This design comes from an exercise in tuning for a short achievable clock period and few clock cycles on the open sky130 flow, not from production work. Function was checked by simulation only, so behaviour that the tests miss may differ from the original. Power figures rest on the tool's default switching activity, not on a simulated workload.

File: run.sh
#!/bin/bash
# synth_recipe.tcl (not shown) runs the flow's synth.tcl, then flattens the netlist and writes it again
# the make line also repeats each setting of config.mk as NAME=value (left out here)
make -C /OpenROAD-flow-scripts/flow DESIGN_CONFIG=/design/flow/config.mk WORK_HOME=/design/flow/orfs CLKGATE_MAP_FILE= SYNTH_SCRIPT=/design/flow/synth_recipe.tcl finish
File: config.mk
export PLATFORM = sky130hd
export DESIGN_NAME = PipelinedMIPS
export DESIGN_NICKNAME = PipelinedMIPS
export VERILOG_FILES = /design/flow/design.v
export SDC_FILE = /design/flow/constraint.sdc
export NUM_CORES = 4
export LEC_CHECK = 0
export CAP_MARGIN = 40
export CORE_MARGIN = 2
export CORE_UTILIZATION = 40
export SLEW_MARGIN = 40
File: constraint.sdc
create_clock -name core_clock -period 10.0 [get_ports {Clk}]
set_input_delay 2.0000 -clock core_clock [delete_from_list [all_inputs] [get_ports {Clk}]]
set_output_delay 2.0000 -clock core_clock [all_outputs]
set_load 0.01 [all_outputs]
File: design.v
module Mux(Out,I0,I1,Sel);
output [31:0] Out;
input  [31:0] I0,I1;
input  Sel;
assign Out=(~Sel)?I0:I1;
endmodule
module Mux5(Out,I0,I1,Sel);
output [4:0] Out;
input  [4:0] I0,I1;
input  Sel;
assign Out=(~Sel)?I0:I1;
endmodule
module Mux6(Out,I0,I1,Sel);
output [5:0] Out;
input  [5:0] I0,I1;
input  Sel;
assign Out=(~Sel)?I0:I1;
endmodule
module SignExt(Out,In);
output [31:0] Out;
input  [15:0] In;
assign Out=In[15]?{16'hFFFF,In}:{16'h0000,In};
endmodule
module Shft2(Out,In);
output [31:0] Out;
input  [31:0] In;
assign Out={In[29:0],2'b00};
endmodule
module Shft2Jump(Out,In);
output [27:0] Out;
input  [25:0] In;
assign Out={In[25:0],2'b00};
endmodule
module ALU(Zero,ALUresult,A,B,Shamt,AluOp);
output			Zero;
output	reg	[31:0]	ALUresult; 
input  		[31:0]	A,B;
input  		[ 4:0]	Shamt;
input 		[ 3:0]	AluOp;
assign Zero = (ALUresult==0);
always@(*)
	begin
		case (AluOp)
			4'b0000 : ALUresult = A&B;   	 	 
			4'b0001 : ALUresult = A|B;		 
			4'b0010 : ALUresult = A+B;			 
			4'b0110 : ALUresult = A-B;		 
			4'b0111 : ALUresult = ($signed(A)<$signed(B))?32'd1:32'd0;	 
			4'b1100 : ALUresult = ~(A|B);	 
			4'b1101 : ALUresult = B<<Shamt; 	 
			4'b1110 : ALUresult = B>>Shamt;			 
			4'b1000 : ALUresult = $unsigned($signed(B)>>>Shamt);	 
			default : ALUresult = 32'd0;
		endcase
	end
endmodule
module Add(Result,A,B);
	output      [31:0] Result;
	input 		[31:0] A,B;
assign Result=A+B;
endmodule
module Control(Instruction,ALUsrc,RegWrite,MemWrite,ALUOp,MemtoReg,MemRead,RegDst,Branch,Jump);
output 	reg ALUsrc,RegWrite,MemWrite,MemtoReg,MemRead,RegDst,Branch,Jump;
output [1:0] ALUOp;
input  [5:0] Instruction;
reg ALUOp1,ALUOp0;
assign ALUOp= {ALUOp1,ALUOp0};
	always@(*)
	begin
		RegDst 		= 1'b1;
		ALUsrc 		= 1'b0;
		MemtoReg	= 1'b0;
		RegWrite 	= 1'b0;
		MemRead 	= 1'b0;
		MemWrite	= 1'b0;
		Branch		= 1'b0;
		Jump 		= 1'b0;
		ALUOp1		= 1'b1;
		ALUOp0		= 1'b0;
		case(Instruction)
			6'b000000 : 	 
				begin
					RegDst 		= 1'b1;	
					MemtoReg	= 1'b1;
					RegWrite 	= 1'b1;
				end
			6'b001000, 	 
			6'b001100, 	 
			6'b001101, 	 
			6'b001010 : 	 
				begin
					RegDst 		= 1'b0;		 
					ALUsrc 		= 1'b1;
					MemtoReg	= 1'b1;
					RegWrite 	= 1'b1;
					ALUOp1		= 1'b1;
					ALUOp0		= 1'b1;							
				end
			6'b000010 : 	 
				begin									
					Jump 		= 1'b1;
				end
			6'b100011 :	 
				begin
					RegDst 		= 1'b0;
					ALUsrc 		= 1'b1;
					MemtoReg	= 1'b0;
					RegWrite 	= 1'b1;
					MemRead 	= 1'b1;
					ALUOp1		= 1'b0;
					ALUOp0		= 1'b0;							
				end
			6'b101011 :  
				begin
					ALUsrc 		= 1'b1;
					MemWrite	= 1'b1;
					ALUOp1		= 1'b0;
					ALUOp0		= 1'b0;
				end
			6'b000100,  
			6'b000101 :  
				begin
					Branch		= 1'b1;
					ALUOp1		= 1'b0;
					ALUOp0		= 1'b1;
				end
			default: ;
		endcase		
	end			
endmodule
module ALUControl(ALUCnt,AluOp,Funct,Imm);		 
output reg 	[3:0] ALUCnt;
input  		[5:0] Funct,Imm;
input  		[1:0] AluOp;
	always@(*)
		begin
		case(AluOp)
			2'b00 :  
				ALUCnt = 4'b0010;
			2'b01 :  
				ALUCnt = 4'b0110;
			2'b10 :  
				begin
					case(Funct)
						6'b000000 :   
							ALUCnt = 4'b1101;
						6'b000010 :   
							ALUCnt = 4'b1110;
						6'b000011 :   
							ALUCnt = 4'b1000;
						6'b100000 :	 
							ALUCnt = 4'b0010;
						6'b100010 :  
							ALUCnt = 4'b0110;
						6'b100100 :  
							ALUCnt = 4'b0000;
						6'b100101 :  
							ALUCnt = 4'b0001;
						6'b100111 :  
							ALUCnt = 4'b1100;
						6'b101010 :  
							ALUCnt = 4'b0111;
						default: 
							ALUCnt = 4'b1111;	 
					endcase
				end
			default :  
				begin
					case(Imm)
						6'b001100 :  
							ALUCnt = 4'b0000;
						6'b001101 :  
							ALUCnt = 4'b0001;
						6'b001010 :  
							ALUCnt = 4'b0111;
						default:	 
							ALUCnt = 4'b0010;
					endcase
				end
			endcase
		end
endmodule
module HazardUnit(hazard,flush,EX_Rd,MEM_Rd,ID_Rt,ID_Rs,EX_regWen,EX_memRead,MEM_regWen,branch,jump);
	output	reg			hazard;
	output  reg 		flush;
	input 		[4:0] 	EX_Rd,MEM_Rd,ID_Rs,ID_Rt;
	input       		EX_regWen,MEM_regWen,EX_memRead;
	input				branch,jump;
always@(*)
	begin
		flush = (jump||branch);
	end
always@(*)
	begin	
		hazard = 1'b0;
		if(EX_regWen && (EX_Rd != 5'd0) && ((EX_Rd==ID_Rs)||(EX_Rd==ID_Rt)))		 
			hazard = 1'b1;
		if(MEM_regWen && (MEM_Rd != 5'd0) && ((MEM_Rd==ID_Rs)||(MEM_Rd==ID_Rt)))	 
			hazard = 1'b1;
		if(EX_memRead && (EX_Rd != 5'd0) && ((EX_Rd==ID_Rs)||(EX_Rd==ID_Rt)))		 
			hazard = 1'b1;
	end  
endmodule
module pipeRegControl(nop,stall,flushIF,hazard,flush);
	output 	reg 	[4:0] 	stall;			 
	output 	reg 			nop;			 
	output 					flushIF;		 
	input 					hazard;
	input					flush;		 
assign flushIF	= flush;
always@(*)
	begin 
		if(hazard)	 
			begin
				nop 		= 1'b1;
				stall[0]	= 1'b1; 	 
	 			stall[1]	= 1'b1;	 
	 			stall[2]	= 1'b0;	 
	 			stall[3]	= 1'b0;	 
	 			stall[4]	= 1'b0;	 
	 		end
		else	 
			begin
				nop 		= 1'b0;
				stall		= 5'b00000;
			end
	end
endmodule
module RegisterFile(data1,data2,read1,read2,writeReg,writeData,Clk,regWen);
	output      [31:0] data1,data2;
	input 		[31:0] writeData;
	input      	[ 4:0] read1,read2,writeReg;
	input 	    	  Clk,regWen;
	reg       	 [31:0] registerbank [1:31];
	assign data1 = (read1==5'd0) ? 32'd0 : (regWen && writeReg==read1) ? writeData : registerbank[read1];
	assign data2 = (read2==5'd0) ? 32'd0 : (regWen && writeReg==read2) ? writeData : registerbank[read2];
	always @(posedge Clk) 
	begin
		if(regWen && writeReg!=5'd0)
			registerbank[writeReg] <= writeData;
	end
endmodule
module PipelinedMIPS(Clk,Rst,imem_addr,imem_rdata,dmem_addr,dmem_wdata,dmem_we,dmem_rdata);
input Clk,Rst;
output [31:0] imem_addr;		 
input  [31:0] imem_rdata;		 
output [31:0] dmem_addr;		 
output [31:0] dmem_wdata;		 
output        dmem_we;			 
input  [31:0] dmem_rdata;		 
reg  [ 63:0] IF_ID_pipereg; 
reg  [119:0] ID_EX_pipereg;
reg  [ 72:0] EX_MEM_pipereg;
reg  [ 70:0] MEM_WB_pipereg;
reg  [ 31:0] PC_reg;
wire [ 31:0] Instruction,inc4_PC,PCout,DO,PCin;
wire [ 31:0] data1,data2,writeData,Extdata,SExtdata;
wire [ 31:0] ALUresult,B,ImOffset,Offset_add;
wire [ 31:0] JuOffset32,JA_BA; 
wire [ 27:0] JuOffset28;
wire [  7:0] ControlWire1;
wire [  3:0] ControlWire2;
wire [  5:0] opCode,opCode_nop;
wire [  4:0] writeReg,writeReg2,writeReg3;
wire [  4:0] rsSel,rtSel,rdSel,stall;
wire [  3:0] ALUCnt;
wire [  1:0] ALUOp;
wire [  1:0] ControlWire3;
wire 	     ALUsrc,regWrite,memWrite,memtoreg,memRead,regDst,branch,PCsrc,jump,zero_eqdet,branch_zero,Zero,zeroExt;
wire 		 MEM_memRead,MEM_memWrite;
wire 		 flush,flushIF; 
wire 		 nop,hazard;
	HazardUnit 			HazUnit 			(hazard,flush,writeReg ,writeReg2,rtSel,rsSel,ControlWire2[3],ControlWire2[0],ControlWire3[1],branch_zero,jump);
	pipeRegControl 		pipRegCntrl 		(nop,stall,flushIF,hazard,flush);
always @(posedge Clk)
 	begin
 		if(Rst)
 			PC_reg	<= 32'd0;				 
 		else if(stall[0]==1'b0)                    
			PC_reg	<= PCin ;				 
		else
			PC_reg	<= PC_reg;				 
end
assign PCout=PC_reg;						 
assign imem_addr=PC_reg;
assign Instruction=imem_rdata;
	Mux 					PCSelect 			(PCin,inc4_PC,JA_BA,PCsrc); 
	Add 			  		PCAddressIncrement	(inc4_PC,PCout,32'd4);		 
always@(posedge Clk)
	begin 
		if(Rst || flushIF==1'b1)
		 		IF_ID_pipereg 	<= {32'd0,6'd63,26'd0};	 
		else if(stall[1]==1'b0)					 
		 begin
			IF_ID_pipereg[31: 0] <= Instruction;		 
			IF_ID_pipereg[63:32] <= inc4_PC;			 
		 end
	 	else
	 		IF_ID_pipereg	<= IF_ID_pipereg;
	end
assign rsSel  	 = IF_ID_pipereg[25:21];    
assign rtSel  	 = IF_ID_pipereg[20:16];	 
assign rdSel  	 = IF_ID_pipereg[15:11];	 
assign opCode 	 = IF_ID_pipereg[31:26];	 
assign writeReg3 = MEM_WB_pipereg[68:64];    
assign JuOffset32={IF_ID_pipereg[63:60],JuOffset28};	 
assign PCsrc 	 = flush;   
assign ControlWire1	={ALUsrc,regWrite,memWrite,ALUOp,memtoreg,memRead,regDst};   
assign zero_eqdet= ~(|(data1^data2));
assign branch_zero= (branch&&(zero_eqdet^IF_ID_pipereg[26])); 
assign zeroExt   = (opCode==6'b001100) || (opCode==6'b001101);	 
assign Extdata   = zeroExt ? {16'd0,IF_ID_pipereg[15:0]} : SExtdata;
	RegisterFile		Registers 			(data1,data2,rsSel,rtSel,writeReg3,writeData,Clk,MEM_WB_pipereg[70]);
	SignExt 			SignExtend 			(SExtdata,IF_ID_pipereg[15:0]);
	Shft2Jump 			Shiftby2Jump		(JuOffset28,IF_ID_pipereg[25:0]);
	Shft2 				Shiftby2 			(ImOffset,SExtdata); 
	Add  				ImmAddressAdder		(Offset_add,IF_ID_pipereg[63:32],ImOffset);
	Mux 				JumpAddressSel 		(JA_BA,JuOffset32,Offset_add,branch);
	Control 			CUnit 				(opCode_nop ,ALUsrc,regWrite,memWrite,ALUOp,memtoreg,memRead,regDst,branch,jump);			 
	Mux6 				NOPinsert 			(opCode_nop,opCode,6'b111111,nop); 
always@(posedge Clk)
	begin 
		if(Rst)
		 		ID_EX_pipereg	<= {6'd63,8'd0,5'd0,5'd0,32'd0,32'd0,32'd0};  
		else if(stall[2]==1'b0)		 
		 begin
			ID_EX_pipereg[ 31:  0] <= data1;			 
			ID_EX_pipereg[ 63: 32] <= data2;			 
			ID_EX_pipereg[ 95: 64] <= Extdata;			 
			ID_EX_pipereg[105: 96] <= {rtSel,rdSel};	 
			ID_EX_pipereg[113:106] <= ControlWire1;		 
			ID_EX_pipereg[119:114] <= opCode_nop;		 
		 end
		else
		 		ID_EX_pipereg	<= ID_EX_pipereg;
	end
assign ControlWire2={ID_EX_pipereg[112:111],ID_EX_pipereg[108:107]}; 
	ALU 			ALU0 					(Zero,ALUresult,ID_EX_pipereg[31:0],B,ID_EX_pipereg[74:70],ALUCnt);		
	ALUControl 		ALU1 					(ALUCnt,ID_EX_pipereg[110:109],ID_EX_pipereg[69:64],ID_EX_pipereg[119:114]);
	Mux 			InputSelectALU 			(B,ID_EX_pipereg[63:32],ID_EX_pipereg[95:64],ID_EX_pipereg[113]); 	
	Mux5 			RdRtSelRF 				(writeReg,ID_EX_pipereg[105:101],ID_EX_pipereg[100:96],ID_EX_pipereg[106]); 
always@(posedge Clk)
	begin
		if(Rst)
				EX_MEM_pipereg			<= 73'd0;
		else if(stall[3]==1'b0)
		 begin
			EX_MEM_pipereg[ 31:  0] <= ALUresult;	 
			EX_MEM_pipereg[ 63: 32] <= ID_EX_pipereg[63:32];  
			EX_MEM_pipereg[ 67: 64] <= ControlWire2; 
			EX_MEM_pipereg[ 72: 68] <= writeReg;	 
		 end
		else
				EX_MEM_pipereg			<=EX_MEM_pipereg;
	end
assign MEM_memRead  = EX_MEM_pipereg[64];
assign MEM_memWrite = EX_MEM_pipereg[66];
assign ControlWire3 = {EX_MEM_pipereg[67],EX_MEM_pipereg[65]};  
assign writeReg2    =  EX_MEM_pipereg[72:68];
assign dmem_addr  = EX_MEM_pipereg[31:0];
assign dmem_wdata = EX_MEM_pipereg[63:32];
assign dmem_we    = MEM_memWrite;
assign DO         = dmem_rdata;
always@(posedge Clk)
	begin
		if(Rst)
			MEM_WB_pipereg		<= 71'd0;
		else if(stall[4]==1'b0)
		 begin
			MEM_WB_pipereg[ 31:  0]  <= DO;						 
			MEM_WB_pipereg[ 63: 32]  <= EX_MEM_pipereg[ 31: 0];	 
			MEM_WB_pipereg[ 68: 64]  <= writeReg2;   
			MEM_WB_pipereg[ 70: 69]  <= ControlWire3;			 
		end
		else
			MEM_WB_pipereg		<= MEM_WB_pipereg;
	end
	Mux 					MemorySelMux 			(writeData,MEM_WB_pipereg[31:0],MEM_WB_pipereg[63:32],MEM_WB_pipereg[69]);
endmodule
==> qor.csv <==
stage;metric;value;unit
routing;drt total wl;259000;µm
timing;actual slew at the worst max-slew pin;0.950;ns
setup_path;Critical Path RT;10.68;ns
routing;# DRC;0;
flow_run;max cap viols;0;
setup_path;Worst EP arrival;7.44;ns
final_layout;fill cell count;15456;
setup_path;CP peak stage delay;0.76;ns
routing;antenna viol nets, final;0;
die;Die Area;178000;µm²
setup_path;R2R depth;14;
outcome;status;timing/DRC/antenna clean;
synthesis;Synth Area per Inst;12.7;µm²
setup_path;crit path launch type;register;
synthesis;number of synthesis warnings;7;
cts;clock buffer depth;3;
timing;Tcrit/Tclk final;67.6;%
timing;fmax;148;MHz
setup_path;CP Capture Point;PC_reg[11];
grt;first-pass GRT wire length;364000;µm
cts;CTS tree;built;
timing;Final Hold Fails;0;
setup_path;Worst path slowest cell;nor4_2;
die;IO Pins;163;
die;Initial Util;40.2;%
final_layout;area of the multi-input gates;30200;µm²
final_layout;max FFs per register;992;
setup_path;r2r endpoint;PC_reg[11];
cts;Num CTS Buffers;146;
final_layout;nets;5682;
routing;total number of vias;50961;
power;leakage;26.9;nW
timing;minimum clock period;6.76;ns
routing;initial DRC count;7486;
final_layout;commonest cells after routing, fill and taps aside;edfxtp_1, nor2_1, mux4_2;
final_layout;top flop regs;Registers.registerbank (992), ID_EX_pipereg (100), EX_MEM_pipereg (72);
timing;max-slew violation count;0;
final_layout;Top reg by flops;Registers.registerbank;
cts;Root Driver;clkbuf_16;
routing;DR WL/cell;32.6;µm
power;Worst VDD drop;0.194;mV
synthesis;syn nets;5711;
synthesis;Post-Syn Area;69800;µm²
setup_path;crit path max fanout;80;
setup_path;Crit. End Element;register;
cts;CTS clk-pin slew, worst paths;0.06;ns
timing;Setup TNS;0;ns
final_layout;commonest non-fill, non-tap cell in the layout;edfxtp_1;
synthesis;Post-synth ARST share;0;%
grt;initial antenna violation count;12;
synthesis;Cell variety after synth;88;
die;Die Width;422;µm
place;Post-DP HPWL;168000;µm
routing;vias per cell;6.42;
timing;Setup Skew;0.0308;ns
grt;GRT overflow;0;
synthesis;#FFs+latches synth;1341;
cts;clk sinks;1341;
die;Rows;153;
die;die height;422;µm
setup_path;worst path cell trace;buf_4 -> nand2_1 -> o22ai_1 -> o31ai_1 -> o21ai_0 -> xor2_1 -> nor4_2 -> nand4_1 -> nor3_2 -> mux2i_1 -> o21ai_4 -> buf_4 -> a41oi_1 -> o311ai_0;
synthesis;Post-synth top flop;edfxtp_1;
setup_path;kind of critical path;register to register;
final_layout;area delta synth->final;12.4;%
cts;insertion delay to the later sink of the worst-skew pair;0.81;ns
setup_path;r2r setup slk;3.24;ns
die;core area;174000;µm²
grt;Global Route Usage Sum;28.4;%
timing;slew margin rel.;36.7;%
synthesis;register area share after synthesis;52.7;%
final_layout;share of post-route cells with drive strength above 1;17.1;%
final_layout;fin util;45.2;%
grt;pin count of the biggest net entering global routing;103;
timing;endpoints failing setup;0;
power;PwrDens;173;nW/µm²
final_layout;Reg area;36800;µm²
cts;H-tree levels;4;
routing;DRT Pass-1 Iters;9;
place;Port Buffers;162;
setup_path;most used cell, CP;buf_4;
cts;count of hold-fix buffers inserted at cts;0;
timing;RSZ-0062 raised after global routing;false;
synthesis;count of flip-flops with a built-in enable after synthesis;992;
synthesis;Synth Instances;5516;
grt;number of global-route vias before repair;48860;
place;Final Wtd Congestion;0.998;
hold_path;Hold Path Class;register to register;
cts;cts repair resizes;0;
cts;post-CTS setup buffer count;0;
## cell families (layout without fill, tap and decap cells)
family	Yosys count	count (layout)	synth area share, %
other	0	1	0
AOI/OAI and AO/OA	1282	1282	12.4
adders and majority gates	129	129	2.35
muxes	721	721	17.7
buffers and inverters	644	734	4.68
DFF	1341	1341	52.7
and+or+nand+nor	1283	1283	8.68
xor gates and xnor gates	116	116	1.46
## synthesized netlist by cell type (all sizes together) (30+ instances only)
master / count / area (µm²)
o211ai: 33 / 248
clkbuf: 256 / 961
nor2: 495 / 1860
a21oi: 274 / 1370
nand2b: 37 / 231
nor2b: 154 / 963
o22ai: 114 / 713
a221oi: 33 / 295
edfxtp: 992 / 29800
nand3: 77 / 385
a31oi: 46 / 288
nand4: 33 / 206
nand2: 251 / 950
nor3: 78 / 400
o21ai: 200 / 1010
a21o: 32 / 240
mux4: 407 / 9170
mux2i: 266 / 2660
buf: 229 / 1710
mux2: 48 / 541
dfxtp: 349 / 6990
a22oi: 101 / 758
xnor2: 77 / 674
xor2: 39 / 342
ha: 126 / 1580
o221ai: 30 / 263
o21bai: 39 / 293
a211o: 37 / 324
inv: 154 / 578
a211oi: 127 / 953
## per-layer routing
metal | wire (µm) | track usage [%] | vias to the layer above | part of all wire, %
li1 | - | - | 21304 | -
met1 | 95000 | 35.9 | 25656 | 37
met2 | 116000 | 43.6 | 3237 | 45
met3 | 29200 | 7.59 | 752 | 11
met4 | 18000 | 17.2 | 12 | 7.0
met5 | 88 | 0 | - | 0.034
## worst min-delay path by stage
| stage | from | end | slack, ns | cells after the start |
|---|---|---|---|---|
| final | EX_MEM_pipereg[65] | MEM_WB_pipereg[69] | 0.44 | 1 |
| after global placement | ID_EX_pipereg[108] | EX_MEM_pipereg[65] | 0.43 | 1 |
| after global routing | EX_MEM_pipereg[65] | MEM_WB_pipereg[69] | 0.46 | 1 |
| after CTS | EX_MEM_pipereg[65] | MEM_WB_pipereg[69] | 0.44 | 1 |
| after detailed placement | ID_EX_pipereg[108] | EX_MEM_pipereg[65] | 0.43 | 1 |
| after floorplan | ID_EX_pipereg[62] | EX_MEM_pipereg[62] | 0.40 | 2 |
## worst max-delay path, delay by kind of cell, from the launching register on
kind	cells	cell delay [ns]
AOI/OAI and AO/OA	6	1.71
xor gates and xnor gates	1	0.26
buffers and inverters	2	1.27
DFF	1	0.75
muxes	1	0.23
and+or+nand+nor	4	2.26
## where the power goes
part	switching (W)	internal (W)	leakage [nW]
Combinational	0.00118	0.000661	12.0
Clock	0.00233	0.00323	2.40
Sequential	0.000146	0.00605	12.5
Total	0.00366	0.00995	26.9
## final cells by class
| class | instances | share of cell area (%) |
|---|---|---|
| clock inverters | 81 | 1.10 |
| flip-flops and latches | 1341 | 46.9 |
| repair buffers | 308 | 3.87 |
| well taps | 2325 | 3.71 |
| clock buffers | 186 | 5.15 |
| diodes | 1 | 0.00319 |
| inverters | 159 | 0.761 |
| multi-input cells | 3531 | 38.5 |
## stage by stage
step	area, µm²	total power (W)	instances	worst slack [ns]	hold slack, ns
CTS	78300	0.0136	7927	3.46	0.444
global placement	73100	0.00809	7651	3.08	0.428
floorplan	69800	0.00741	5516	5.31	0.403
global route	78400	0.0140	7931	3.34	0.456
finish	78400	0.0136	7932	3.24	0.443
detailed placement	73400	0.00810	7660	3.47	0.434
Testbench counts, summed over its fixed seeds: cycles 41,230.

==> afterwards: timing with drivers on the ports <==
No port has a modelled driver above. Below, the same layout with a new extraction and two added sets of constraints.
Step 1: set_driving_cell puts a clkbuf_16 on Clk and a buf_2 on each other input, an assumption about the parent block.
Step 2 also shifts input and output timing later by t, the mid clock arrival at the registers, as if the neighbouring blocks saw the same clock.
Slacks: no drivers / after step 1 / after step 2; pairs: no drivers / after step 1.
t, ns: 0.877
slack for setup (ns): 3.238 / 3.238 / 3.238
slew at the worst register clock pin (ns): 0.07 / 0.07
cell pins on the clock port's net: 1
After both steps this run still meets setup and hold. The setup slack of this run moves by 0.000 ns with the drivers and by 0.000 ns with both steps.
